Context: an optimization exercise on an open-source flow, tuned for small area and a short achievable clock period. The choices shown serve that exercise and are no tape-out recipe.
Only simulation tests tie the RTL to the original design; equivalence was not proved.
Power is estimated from default activity; no workload was simulated.

Design MIPS, start of the top module:
module MIPS(
    input clk,
    input rst,
    input [31:0] instr,
    input [31:0] mem_rdata,
    output [31:0] mem_addr,
    output [31:0] mem_wdata,
    output mem_we,
    output mem_re,
    output [31:0] direccion,
    output [31:0] palabra,
    output [31:0] leer_dato,
    output wr_en,
    output [31:0] wr_addr,
    output [31:0] wr_data
    );
  wire [5:0] op = instr[31:26];
  wire [4:0] rs = instr[25:21];
  wire [4:0] rt = instr[20:16];
  wire [4:0] rd = instr[15:11];
  wire [5:0] fn = instr[5:0];
  wire [31:0] ext = {{16{instr[15]}}, instr[15:0]};
  wire RegDst   = (op == 6'b000000);
  wire Branch   = (op == 6'b000100);
  wire MemRead  = (op == 6'b100011);
  wire MemtoReg = op[5] & ~op[4] & ~op[2] & op[1] & op[0];
  wire AluOp1   = ~op[5] & ~op[4] & ~op[3] & ~op[2] & ~op[0];
  wire MemWrite = (op == 6'b101011);
  wire AluSrc   = (op == 6'b001001) | MemtoReg;
  wire RegWrite = RegDst | (op == 6'b001001) | MemRead;
  wire J        = (op[5:1] == 5'b00001);
  wire f_add = AluOp1 & (fn == 6'b100000);
  wire f_sub = AluOp1 & (fn == 6'b100010);
  wire f_and = AluOp1 & (fn == 6'b100100);
  wire f_or  = AluOp1 & (fn == 6'b100101);
  wire f_slt = AluOp1 & (fn == 6'b101010);
  wire s_add = f_add | (~AluOp1 & ~Branch);
  wire s_sub = f_sub | Branch;
  reg [31:0] R [0:31];
  reg [31:0] PC;
  wire [31:0] sa [0:3];
  wire [31:0] sb [0:3];
  wire [31:0] wen [0:3];
  wire [31:0] hold [0:3];
  wire [4:0]  wa = RegDst ? rd : rt;
  genvar gq;
  generate
    for (gq = 0; gq < 4; gq = gq + 1) begin : dq
      rb_dec5 da(.a(rs), .y(sa[gq]));
      rb_dec5 db(.a(rt), .y(sb[gq]));
      rb_wdec dw(.a(wa), .we(RegWrite), .rst(rst), .en(wen[gq]), .hold(hold[gq]));
    end
  endgenerate
  wire [31:0] A, Rt;
  genvar gb, gr;
  generate
    for (gb = 0; gb < 32; gb = gb + 1) begin : rdbit
      wire [31:0] col;
      for (gr = 0; gr < 32; gr = gr + 1) begin : rdreg
        assign col[gr] = R[gr][gb];
      end
      rb_mux32 ma(.d(col), .s(sa[gb/8]), .y(A[gb]));
      rb_mux32 mb(.d(col), .s(sb[gb/8]), .y(Rt[gb]));
    end
  endgenerate
  wire [31:0] B  = AluSrc ? ext : Rt;
  wire [31:0] Bx = B ^ {32{s_sub | f_slt}};
  wire [32:0] sum;
  ks_add32 add(.a(A), .b(Bx), .cin(s_sub | f_slt), .s(sum[31:0]), .co(sum[32]));
  ...
For scale: ~5200 cells after synthesis, roughly 290 I/O pins, roughly 0.053 mm² of cells after synthesis.
clock: 14.0 ns
lec_check: 0
cap_margin: 20
core_margin: 2
core_utilization: 50
place_density: 0.65
setup_slack_margin: 4
slew_margin: 20
synth_hierarchical: 1
synth_minimum_keep_size: 0
standard.sh (not shown) runs the stock make flow with config.mk's settings and CLKGATE_MAP_FILE= SYNTH_SCRIPT=/design/flow/synth_recipe.tcl, a recipe that flattens the netlist after the stock synthesis.
==> flow/flow/run.sh <==
#!/bin/bash
# Layout flow: the standard flow (standard.sh: synthesis to finish),
# with the port buffers made from sky130_fd_sc_hd__buf_2 instead of ORFS's
# default buffer cell. Every input and output port still gets a buffer.
set -o pipefail
export BUFFER_PORTS_ARGS="-buffer_cell sky130_fd_sc_hd__buf_2"
cp standard.sh standard_sh_copy.log
bash standard.sh > standard_flow.log 2>&1
status=$?
tail -20 standard_flow.log
exit $status
Then changed:
- CTS_BUF_LIST: not set -> sky130_fd_sc_hd__clkbuf_8
- CTS_CLUSTER_DIAMETER: not set -> 55
- CTS_CLUSTER_SIZE: not set -> 14
Result: Wire length went up by 1.1%. Global-route usage is about the same. Synthesized area stays the same. Die area is unchanged. Count of clock-buffer cells in the layout went down by 33. Critical path depth does not change. Power went down by 7.7%. Fmax is about the same. Setup slack is worse by 25 ps. Non-clock buffer count went up by 13. Final area went down by 2.7%.

* * *

Starting RTL as in the previous note.
clock: 14.0 ns
lec_check: 0
cap_margin: 20
core_margin: 2
core_utilization: 50
cts_buf_list: sky130_fd_sc_hd__clkbuf_16
cts_cluster_diameter: 70
cts_cluster_size: 16
place_density: 0.65
setup_slack_margin: 4
slew_margin: 20
synth_hierarchical: 1
synth_minimum_keep_size: 0
Scripts as last shown in full above: flow/flow/run.sh
Edit:
Settings changed: CTS_BUF_LIST sky130_fd_sc_hd__clkbuf_16 to default, CTS_CLUSTER_DIAMETER 70 to default, CTS_CLUSTER_SIZE 16 to 10.
Clock skew went up by 0.0056 ns.
Wire length went up by 0.74%.
Combinational power barely changes.
First-iteration DRC count went down by 6.8%.
Synthesized area is unchanged.
Worst setup slack got worse by 0.021 ns.
Global-route usage went up by 0.16 points.
Power went up by 4.0%.
Clock-buffer cell count went up by 57.
Flip-flop and latch count is unchanged.
Design area went up by 1.6%.
Edit:
Settings changed: CTS_BUF_LIST from default to sky130_fd_sc_hd__clkbuf_16, CTS_CLUSTER_DIAMETER from default to 80, CTS_CLUSTER_SIZE 10 to 20.
Design area goes down by a few percent.
Power drops by a few percent.
Final cell count went down slightly.
Sequential share of layout area increases by 0.95 points.
Critical path depth does not change.

* * *

Setup of before:
The RTL this note starts from:
==> flow/design.v <==
`timescale 1ns / 1ps
module Control(
    input [31:26] c,
    output RegDst,
    output Branch,
    output MemRead,
    output MemtoReg,
    output [1:0] Alu_op,
    output MemWrite,
    output AluSrc,
    output RegWrite,
    output J
    );
	 assign RegDst = ( ~c[31] & ~c[30] & ~c[29] & ~c[28] & ~c[27] & ~c[26] );
	 assign Branch = ( ~c[31] & ~c[30] & ~c[29] & c[28] & ~c[27] & ~c[26] );
	 assign MemRead = ( c[31] & ~c[30] & ~c[29] & ~c[28] & c[27] & c[26] );
	 assign MemtoReg = ( c[31] & ~c[30] & ~c[28] & c[27] & c[26] );
	 assign Alu_op [1] = ( ~c[31] & ~c[30] & ~c[29] & ~c[28] & ~c[26] );
	 assign Alu_op [0] = ( ~c[31] & ~c[30] & ~c[29] & c[28] & ~c[27] & ~c[26] );
	 assign MemWrite = ( c[31] & ~c[30] & c[29] & ~c[28] & c[27] & c[26] );
	 assign AluSrc = ( ~c[31] & ~c[30] & c[29] & ~c[28] & ~c[27] & c[26] ) | ( c[31] & ~c[30] & ~c[28] & c[27] & c[26] );
	 assign RegWrite = ( ~c[31] & ~c[30] & ~c[29] & ~c[28] & ~c[27] & ~c[26] ) | ( ~c[31] & ~c[30] & c[29] & ~c[28] & ~c[27] & c[26] ) | ( c[31] & ~c[30] & ~c[29] & ~c[28] & c[27] & c[26] );
	 assign J = ( ~c[31] & ~c[30] & ~c[29] & ~c[28] & c[27] );
endmodule
`timescale 1ns / 1ps
module ControlInstructionMemory(
    input [31:0] ReadAddress,
    output RegDst,
    output Branch,
    output MemRead,
    output MemtoReg,
    output [1:0] Alu_op,
    output MemWrite,
    output AluSrc,
    output RegWrite,
    output J,
    output [4:0] Address1,
    output [4:0] Address2,
    output [4:0] Address3,
    output [15:0] extender,
    output [25:0] AddressJ
    );
	assign Address1 = ReadAddress [25:21];
	assign Address2 = ReadAddress [20:16];
	assign Address3 = ReadAddress [15:11];
	assign extender = ReadAddress [15:0];
	assign AddressJ = ReadAddress [25:0];
	Control C1(
	.c(ReadAddress[31:26]),
	.RegDst(RegDst),
	.Branch(Branch),
	.MemRead(MemRead),
	.MemtoReg(MemtoReg),
	.Alu_op(Alu_op),
	.MemWrite(MemWrite),
	.AluSrc(AluSrc),
	.RegWrite(RegWrite),
	.J(J)
	);
endmodule
module rb_ao22(input a1, input a2, input b1, input b2, output y);
  assign y = (a1 & a2) | (b1 & b2);
endmodule
module rb_aoi222(input a1, input a2, input b1, input b2, input c1, input c2, output y);
  assign y = ~((a1 & a2) | (b1 & b2) | (c1 & c2));
endmodule
module rb_aoi22(input a1, input a2, input b1, input b2, output y);
  assign y = ~((a1 & a2) | (b1 & b2));
endmodule
module rb_nand4(input a, input b, input c, input d, output y);
  assign y = ~(a & b & c & d);
endmodule
module rb_nand3(input a, input b, input c, output y);
  assign y = ~(a & b & c);
endmodule
module rb_or3(input a, input b, input c, output y);
  assign y = a | b | c;
endmodule
module rb_mux32(input [31:0] d, input [31:0] s, output y);
  wire [10:0] n;
  genvar g;
  generate
    for (g = 0; g < 10; g = g + 1) begin : grp
      rb_aoi222 u(.a1(d[3*g]), .a2(s[3*g]), .b1(d[3*g+1]), .b2(s[3*g+1]),
                  .c1(d[3*g+2]), .c2(s[3*g+2]), .y(n[g]));
    end
  endgenerate
  rb_aoi22 u10(.a1(d[30]), .a2(s[30]), .b1(d[31]), .b2(s[31]), .y(n[10]));
  wire p0, p1, p2;
  rb_nand4 u11(.a(n[0]), .b(n[1]), .c(n[2]), .d(n[3]), .y(p0));
  rb_nand4 u12(.a(n[4]), .b(n[5]), .c(n[6]), .d(n[7]), .y(p1));
  rb_nand3 u13(.a(n[8]), .b(n[9]), .c(n[10]), .y(p2));
  rb_or3 u14(.a(p0), .b(p1), .c(p2), .y(y));
endmodule
`timescale 1ns / 1ps
module SignExtend_16X32(
    input [15:0] Input_16,
    output [31:0] Output_32
    );
	 assign Output_32 = {{16{Input_16[15]}},Input_16[15:0]};
endmodule
`timescale 1ns / 1ps
module SignExtend_26X32(
    input [25:0] Input_26,
    output [31:0] Output_32
    );
	  assign Output_32 = {{6{Input_26[25]}},Input_26[25:0]};
endmodule
`timescale 1ns / 1ps
module Shifter_2(
    input [31:0] Input,
    output [31:0] Output
    );
	 assign Output = Input ;
endmodule
`timescale 1ns / 1ps
module ALU(
   input [31:0] a,
    input [31:0] b,
    input [3:0] ctrl,
    output zero,
    output reg [31:0] result
    );
	 always @ * begin
		case (ctrl)
			4'b0000: result = a & b;
			4'b0001: result = a | b;
			4'b0010: result = a + b;
			4'b0110: result = a - b;
			4'b0111: result = a < b;
			4'b1100: result = ~a;
			default: result = 0;
		endcase
	end
		assign zero = (result == 0);
endmodule
`timescale 1ns / 1ps
module Alu_ctrl(
    input [1:0] Alu_op,
    input [5:0] funct,
    output logic[3:0] ctrl
    );
	 always @ * begin
		case (Alu_op)
			2'b00: ctrl = 4'b0010;   
			2'b01: ctrl = 4'b0110;   
			2'b10: case (funct)
				6'b100000: ctrl = 4'b0010;  
				6'b100010: ctrl = 4'b0110;  
				6'b100100: ctrl = 4'b0000;  
				6'b100101: ctrl = 4'b0001;  
				6'b101010: ctrl = 4'b0111;  
				default: ctrl = 4'b1111;  
				endcase
			default: ctrl = 4'b1111;
		endcase
	end
endmodule
`timescale 1ns / 1ps
module Alu_final(
    input [31:0] a,
    input [31:0] b,
    input [1:0] Alu_op,
    input [5:0] funct,
    output zero,
    output [31:0] result
    );
	 logic [5:0] control;
	 ALU A1(
	 .a(a),
	 .b(b),
	 .ctrl(control),
	 .zero (zero),
	 .result (result)
	 );
	 Alu_ctrl C2(
	 .Alu_op(Alu_op),
	 .funct(funct),
	 .ctrl(control)
	 );
endmodule
`timescale 1ns / 1ps
module ReadEnable(
    input MemRead,
    input [31:0] read,
    output [31:0] ReadData
    );
	 assign ReadData = MemRead ? read:0; 
endmodule
module MIPS(
    input clk,
    input rst,
    input [31:0] instr,
    input [31:0] mem_rdata,
    output [31:0] mem_addr,
    output [31:0] mem_wdata,
    output mem_we,
    output mem_re,
    output [31:0] direccion,
    output [31:0] palabra,
    output [31:0] leer_dato,
    output wr_en,
    output [31:0] wr_addr,
    output [31:0] wr_data
    );
  wire [5:0] op = instr[31:26];
  wire [4:0] rs = instr[25:21];
  wire [4:0] rt = instr[20:16];
  wire [4:0] rd = instr[15:11];
  wire [5:0] fn = instr[5:0];
  wire [31:0] ext = {{16{instr[15]}}, instr[15:0]};
  wire RegDst   = (op == 6'b000000);
  wire Branch   = (op == 6'b000100);
  wire MemRead  = (op == 6'b100011);
  wire MemtoReg = op[5] & ~op[4] & ~op[2] & op[1] & op[0];
  wire AluOp1   = ~op[5] & ~op[4] & ~op[3] & ~op[2] & ~op[0];
  wire MemWrite = (op == 6'b101011);
  wire AluSrc   = (op == 6'b001001) | MemtoReg;
  wire RegWrite = RegDst | (op == 6'b001001) | MemRead;
  wire J        = (op[5:1] == 5'b00001);
  wire f_add = AluOp1 & (fn == 6'b100000);
  wire f_sub = AluOp1 & (fn == 6'b100010);
  wire f_and = AluOp1 & (fn == 6'b100100);
  wire f_or  = AluOp1 & (fn == 6'b100101);
  wire f_slt = AluOp1 & (fn == 6'b101010);
  wire s_add = f_add | (~AluOp1 & ~Branch);
  wire s_sub = f_sub | Branch;
  reg [31:0] R [0:31];
  reg [31:0] PC;
  reg [31:0] sa, sb;
  integer k;
  always @* begin
    for (k = 0; k < 32; k = k + 1) begin
      sa[k] = (rs == k[4:0]);
      sb[k] = (rt == k[4:0]);
    end
  end
  wire [31:0] A, Rt;
  genvar gb, gr;
  generate
    for (gb = 0; gb < 32; gb = gb + 1) begin : rdbit
      wire [31:0] col;
      for (gr = 0; gr < 32; gr = gr + 1) begin : rdreg
        assign col[gr] = R[gr][gb];
      end
      rb_mux32 ma(.d(col), .s(sa), .y(A[gb]));
      rb_mux32 mb(.d(col), .s(sb), .y(Rt[gb]));
    end
  endgenerate
  wire [31:0] B  = AluSrc ? ext : Rt;
  wire [31:0] Bx = B ^ {32{s_sub | f_slt}};
  wire [32:0] sum = {1'b0, A} + {1'b0, Bx} + {32'b0, s_sub | f_slt};
  wire [31:0] result = ({32{s_add | s_sub}} & sum[31:0]) |
                       ({32{f_and}} & (A & Rt)) |
                       ({32{f_or}}  & (A | Rt)) |
                       {31'b0, f_slt & ~sum[32]};
  wire eq = (A == Rt);
  wire [31:0] WriteData = MemtoReg ? (MemRead ? mem_rdata : 32'b0) : result;
  wire [4:0]  wa = RegDst ? rd : rt;
  wire [31:0] pc4 = PC + 32'd4;
  wire [31:0] pcb = pc4 + ext;
  wire [31:0] npc = J ? {{6{instr[25]}}, instr[25:0]} : ((Branch & eq) ? pcb : pc4);
  always @(posedge clk) begin
    if (rst) PC <= 32'b0;
    else PC <= npc;
  end
  wire [31:0] wdm = WriteData & {32{~rst}};
  reg  [31:0] wen, hold;
  integer i;
  always @* begin
    for (i = 0; i < 32; i = i + 1) begin
      wen[i]  = rst | (RegWrite & (wa == i[4:0]));
      hold[i] = ~wen[i];
    end
  end
  wire [31:0] nxt [0:31];
  generate
    for (gr = 0; gr < 32; gr = gr + 1) begin : wrreg
      for (gb = 0; gb < 32; gb = gb + 1) begin : wrbit
        rb_ao22 u(.a1(wen[gr]), .a2(wdm[gb]), .b1(hold[gr]), .b2(R[gr][gb]), .y(nxt[gr][gb]));
      end
    end
  endgenerate
  always @(posedge clk) begin
    for (i = 0; i < 32; i = i + 1)
      R[i] <= nxt[i];
  end
  assign mem_addr  = result;
  assign mem_wdata = Rt;
  assign mem_we    = MemWrite;
  assign mem_re    = MemRead;
  assign direccion = PC;
  assign palabra   = instr;
  assign leer_dato = WriteData;
  assign wr_en     = RegWrite;
  assign wr_addr   = {27'b0, wa};
  assign wr_data   = WriteData;
endmodule
clock: 14.0 ns
lec_check: 0
cap_margin: 20
core_margin: 2
core_utilization: 42
place_density: 0.58
setup_slack_margin: 5
slew_margin: 20
synth_hierarchical: 1
synth_minimum_keep_size: 0
run.sh (not shown) runs the stock make flow with config.mk's settings and CLKGATE_MAP_FILE= SYNTH_SCRIPT=/design/flow/synth_recipe.tcl, a recipe that flattens the netlist after the stock synthesis.
Stock flow here: none of the scripts above is used.
Per the final summary, before finished and its layout is clean on timing, DRC and antenna.
## Diff of input files: after against before
Settings: swapping 42 for 50 in CORE_UTILIZATION; swapping 0.58 for 0.65 in PLACE_DENSITY.
==> comparison <==
- NOTE met2 wire length before->after increased slightly
- Diff before -> after | number of placed instances with taps included | decrease of 3.9%
- Count of clock-buffer cells in the layout was lower in the run labelled after.
- Part of the power in registers for after: 0.5 points down relative to before
- Measured against before, the floorplan row count of after comes out at 0.919 times the reference value.
- after: power higher than before
- The buffering overhead on before is in line with that on after.
- Compared with before, in after post-detailed-placement cell area has decreased; smallest setup slack after layout has decreased; global-route usage has increased.

[re-timing with driven ports]
The results above use ideal ports. As a check the final layouts listed here were re-extracted and re-timed, cells and wires unchanged.
Step 1, drivers: a clkbuf_16 drives clk and a buf_2 each remaining input, both assumed.
Step 2 times the ports against the registers' clock, not the clock port: input delays grow and output delays shrink by t, the midpoint of the rising clock arrivals with the driver on.
a / b / c = ideal / step 1 / step 2; a / b = the first two.
| run | shift t [ns] | slack for setup (ns) | worst setup path after step 2 |
|---|---|---|---|
| the first run of note 1 | 0.797 | 3.946 / 3.709 / 3.709 | input to output |
| the second run of note 1 | 0.907 | 3.922 / 3.724 / 3.724 | input to output |
| the first run of note 2 | 0.768 | 3.973 / 3.707 / 3.707 | input to output |
| the second run of note 2 | 0.804 | 3.952 / 3.712 / 3.712 | input to output |
| the third run of note 2 | 0.743 | 3.923 / 3.710 / 3.710 | input to output |
| before | 0.775 | 3.294 / 3.254 / 3.254 | input to output |
| after | 0.809 | 3.250 / 3.185 / 3.185 | input to output |
After both steps setup and hold are still met in every run listed. The setup slack of the first run of note 2, which loses most, moves by -0.266 ns with the drivers and by -0.266 ns with both steps.
